Context: an optimization exercise on an open-source flow, tuned for small area, a short achievable clock period and few clock cycles. The choices shown serve that exercise and are no tape-out recipe.
Where RTL was checked, it was by simulation tests only, not by an equivalence proof against the original.
Power figures rest on the tool's default switching activity, not on a simulated workload.

build 71:
==> flow/design.v (excerpt) <==
module nmcu #(
    parameter ADDR_WIDTH = 16,
    parameter DATABUS_WIDTH = 32,
    parameter MAX_DESCS = 4,
    parameter MAX_INPUT_DIM=4,
    parameter MAX_KERNEL_DIM=3
) (
    input wire clk,
    input wire rst,
    input wire start,
    output reg done,
    input wire [ADDR_WIDTH-1:0] nmcu_desc,
    input wire [ADDR_WIDTH-1:0] input_addr,
    input wire [ADDR_WIDTH-1:0] output_addr,
    input wire [$clog2(MAX_INPUT_DIM):0] full_input_width,
    input wire [$clog2(MAX_INPUT_DIM):0] full_input_height,
    input wire [$clog2(MAX_INPUT_DIM):0] full_output_width,
    input wire [$clog2(MAX_INPUT_DIM):0] full_output_height,
    output reg mem_w,
    output reg mem_sel,
    output wire [ADDR_WIDTH-1:0] address_bus,
    input wire [DATABUS_WIDTH-1:0] data_bus_in,
    output wire [DATABUS_WIDTH-1:0] data_bus_out,
    input wire ready
);
For scale: ~3200 cells after synthesis, ~840 flip-flops, ~150 I/O pins.
==> flow/config.mk <==
export PLATFORM = sky130hd
export DESIGN_NAME = nmcu
export DESIGN_NICKNAME = nmcu
export VERILOG_FILES = /design/flow/design.v
export SDC_FILE = /design/flow/constraint.sdc
export NUM_CORES = 8
export LEC_CHECK = 0
export ABC_CLOCK_PERIOD_IN_PS = 3500
export CAP_MARGIN = 20
export CORE_MARGIN = 2
export CORE_UTILIZATION = 55
export CTS_BUF_LIST = sky130_fd_sc_hd__clkbuf_16
export CTS_CLUSTER_DIAMETER = 80
export CTS_CLUSTER_SIZE = 20
export PLACE_DENSITY = 0.65
export SLEW_MARGIN = 20
==> flow/constraint.sdc <==
create_clock -name core_clock -period 16.0 [get_ports {clk}]
set_input_delay 3.2000 -clock core_clock [delete_from_list [all_inputs] [get_ports {clk}]]
set_output_delay 3.2000 -clock core_clock [all_outputs]
set_load 0.01 [all_outputs]
standard.sh (not shown) runs the stock make flow with config.mk's settings and CLKGATE_MAP_FILE= SYNTH_SCRIPT=/design/flow/synth_recipe.tcl, a recipe that flattens the netlist after the stock synthesis.
==> flow/flow/run.sh <==
#!/bin/bash
# Layout flow: the standard flow, with the port buffers chosen
# explicitly and timing repair aiming for more setup slack.
set -e
export BUFFER_PORTS_ARGS="-buffer_cell sky130_fd_sc_hd__buf_2"
bash standard.sh SETUP_SLACK_MARGIN=11.8 finish > standard.log 2>&1
The final layout from build 71, which completed every stage, passed the timing, DRC and antenna checks at the end of the flow.
Edits applied to the flow inputs when going from build 71 to build 20:
==> flow/flow/run.sh <==
#!/bin/bash
# Layout flow: the standard flow, with the port buffers chosen
# explicitly and timing repair aiming for more setup slack.
set -e
export BUFFER_PORTS_ARGS="-buffer_cell sky130_fd_sc_hd__buf_2"
bash standard.sh SETUP_SLACK_MARGIN=11.8 SYNTH_ARGS=-noabc finish > standard.log 2>&1
Results
Diff build 71 -> build 20: utilization saw little to no change, clock transition time at the flip-flop clock pins of the worst setup and hold paths moved down, post-detailed-route wirelength per cell up 1.4 um, clock-buffer cell count moved down. Build 71 and build 20 ended up with roughly the same share of the clock period used by the worst path. Per the comparison of build 20 with build 71, cell area fell about 2%, synthesized area went down 1.8%.
> inputs changed (build 20 -> build 26)
Settings: a change of PLACE_DENSITY from 0.65 to 0.75; a change of CORE_UTILIZATION from 55 to 65.
### Flow results
Global-route wire length before repair: build 26 and build 20 compared, lower one is build 26. From build 20 to build 26 the numbers moved as follows: clock group power essentially unchanged; fmax held; final worst slack neither gained nor lost much. Compared to build 20, build 26 leaves less free space in the core.
No run of this note included a check of the RTL's function; only the layout flow was run.

---

Another version of the RTL of nmcu (not shown whole).
Size in the first run: ~2900 cells after synthesis, roughly 780 flip-flops, about 150 I/O pins.
==> flow/config.mk <==
export PLATFORM = sky130hd
export DESIGN_NAME = nmcu
export DESIGN_NICKNAME = nmcu
export VERILOG_FILES = /design/flow/design.v
export SDC_FILE = /design/flow/constraint.sdc
export NUM_CORES = 8
export LEC_CHECK = 0
export ABC_CLOCK_PERIOD_IN_PS = 3500
export CAP_MARGIN = 20
export CORE_MARGIN = 2
export CORE_UTILIZATION = 55
export CTS_BUF_LIST = sky130_fd_sc_hd__clkbuf_8 sky130_fd_sc_hd__clkbuf_16
export CTS_CLUSTER_DIAMETER = 60
export CTS_CLUSTER_SIZE = 20
export PLACE_DENSITY = 0.65
export SLEW_MARGIN = 20
==> flow/constraint.sdc <==
create_clock -name core_clock -period 16.0 [get_ports {clk}]
set_input_delay 3.2000 -clock core_clock [delete_from_list [all_inputs] [get_ports {clk}]]
set_output_delay 3.2000 -clock core_clock [all_outputs]
set_load 0.01 [all_outputs]
==> flow/flow/run.sh <==
#!/bin/bash
# Layout flow: the standard flow (standard.sh), with three changes:
#  - synthesis skips the early "abc -fast" of Yosys's synth command, so that
#    the carry-save adder tree maps to full adders without inverters between
#    them (the registers are the same);
#  - the port buffers are buf_2 cells;
#  - timing repair aims for 11.8 ns of setup slack instead of 0.
# The make run's output goes to standard.log; ORFS keeps each step's log.
set -e
export BUFFER_PORTS_ARGS="-buffer_cell sky130_fd_sc_hd__buf_2"
bash standard.sh SETUP_SLACK_MARGIN=11.8 SYNTH_ARGS=-noabc finish > standard.log 2>&1
The starting point produced a clean layout.
Testbench counts at the start, summed over its fixed seeds: cycles 16,996.
Edit:
--- a/flow/flow/run.sh
+++ b/flow/flow/run.sh
@@ -9,3 +9,3 @@
 set -e
 export BUFFER_PORTS_ARGS="-buffer_cell sky130_fd_sc_hd__buf_2"
-bash standard.sh SETUP_SLACK_MARGIN=11.8 SYNTH_ARGS=-noabc finish > standard.log 2>&1
+bash standard.sh SETUP_SLACK_MARGIN=11.0 SYNTH_ARGS=-noabc finish > standard.log 2>&1
CTS_BUF_LIST = sky130_fd_sc_hd__clkbuf_16   (was sky130_fd_sc_hd__clkbuf_8 sky130_fd_sc_hd__clkbuf_16)
CTS_CLUSTER_SIZE = 28   (was 20)
The new run finished with timing, DRC and antenna clean.
Total power decreases by about 4.3%.
Worst setup slack got worse by 320 ps.
Final area decreases by about 3%.
Synthesized cell count does not change.
Via count decreases by about 3%.
Clock power decreases by about 4%.
Flip-flop and latch count stays the same.
Core utilization decreases by 1.9 points.
Synthesized area is unchanged.

---

Starting RTL as in the previous note.
export LEC_CHECK = 0
export ABC_CLOCK_PERIOD_IN_PS = 3500
export CAP_MARGIN = 20
export CORE_MARGIN = 2
export CORE_UTILIZATION = 55
export CTS_BUF_LIST = sky130_fd_sc_hd__clkbuf_16
export CTS_CLUSTER_DIAMETER = 60
export CTS_CLUSTER_SIZE = 28
export PLACE_DENSITY = 0.65
export SLEW_MARGIN = 20
create_clock -name core_clock -period 16.0 [get_ports {clk}]
==> flow/flow/run.sh <==
#!/bin/bash
# Layout flow: the standard flow (standard.sh), with three changes:
#  - synthesis skips the early "abc -fast" of Yosys's synth command, so that
#    the carry-save adder tree maps to full adders without inverters between
#    them (the registers are the same);
#  - the port buffers are buf_2 cells;
#  - timing repair aims for 11.8 ns of setup slack instead of 0.
# The make run's output goes to standard.log; ORFS keeps each step's log.
set -e
export BUFFER_PORTS_ARGS="-buffer_cell sky130_fd_sc_hd__buf_2"
bash standard.sh SETUP_SLACK_MARGIN=11.8 SYNTH_ARGS=-noabc finish > standard.log 2>&1
Testbench counts at the start, summed over its fixed seeds: cycles 16,996.
Then changed:
--- a/flow/flow/run.sh
+++ b/flow/flow/run.sh
@@ -11 +11 @@
-bash standard.sh SETUP_SLACK_MARGIN=11.8 SYNTH_ARGS=-noabc finish > standard.log 2>&1
+bash standard.sh SETUP_SLACK_MARGIN=11.4 SYNTH_ARGS=-noabc finish > standard.log 2>&1
Worst setup slack loses 0.032 ns. Utilization drops by 1.1 points. Wire length is lower by 1.5%. Cell count fell by 1.0%. Final area decreases by 1.7%. Via count is about the same. Hold slack is worse by 0.045 ns. Non-clock buffer count came out lower by 37. Global-route usage goes down by 0.43 points. First-iteration DRC count increases by 9.5%.

[what the ideal ports hide]
Ports are ideal in the flow. The routed layouts listed here were re-timed in OpenROAD.
Step 1: set_driving_cell puts a clkbuf_16 on clk and a buf_2 on each other input, an assumption about the parent block.
Step 2 also shifts input and output timing later by t, the mid clock arrival at the registers, as if the neighbouring blocks saw the same clock.
Three values: no drivers, after step 1, after step 2; two values: the first two.
| run | t (ns) | slack for setup (ns) | worst slew at a driven data input, ns |
|---|---|---|---|
| build 71 | 0.700 | 11.459 / 11.397 / 11.289 | 0.04 |
| build 20 | 0.702 | 11.472 / 11.408 / 11.293 | 0.06 |
| build 26 | 0.701 | 11.472 / 11.409 / 11.270 | 0.08 |
| the first run of note 2 | 0.692 | 11.443 / 11.376 / 11.124 | 0.10 |
| the second run of note 2 | 0.686 | 11.122 / 11.053 / 10.511 | 0.09 |
| the first run of note 3 | 0.686 | 11.460 / 11.393 / 11.158 | 0.10 |
| the second run of note 3 | 0.693 | 11.428 / 11.363 / 10.788 | 0.08 |
After both steps setup and hold are still met in every run listed. For the second run of note 3, which loses most, drivers alone change the setup slack by -0.065 ns; drivers and shift together by -0.640 ns.
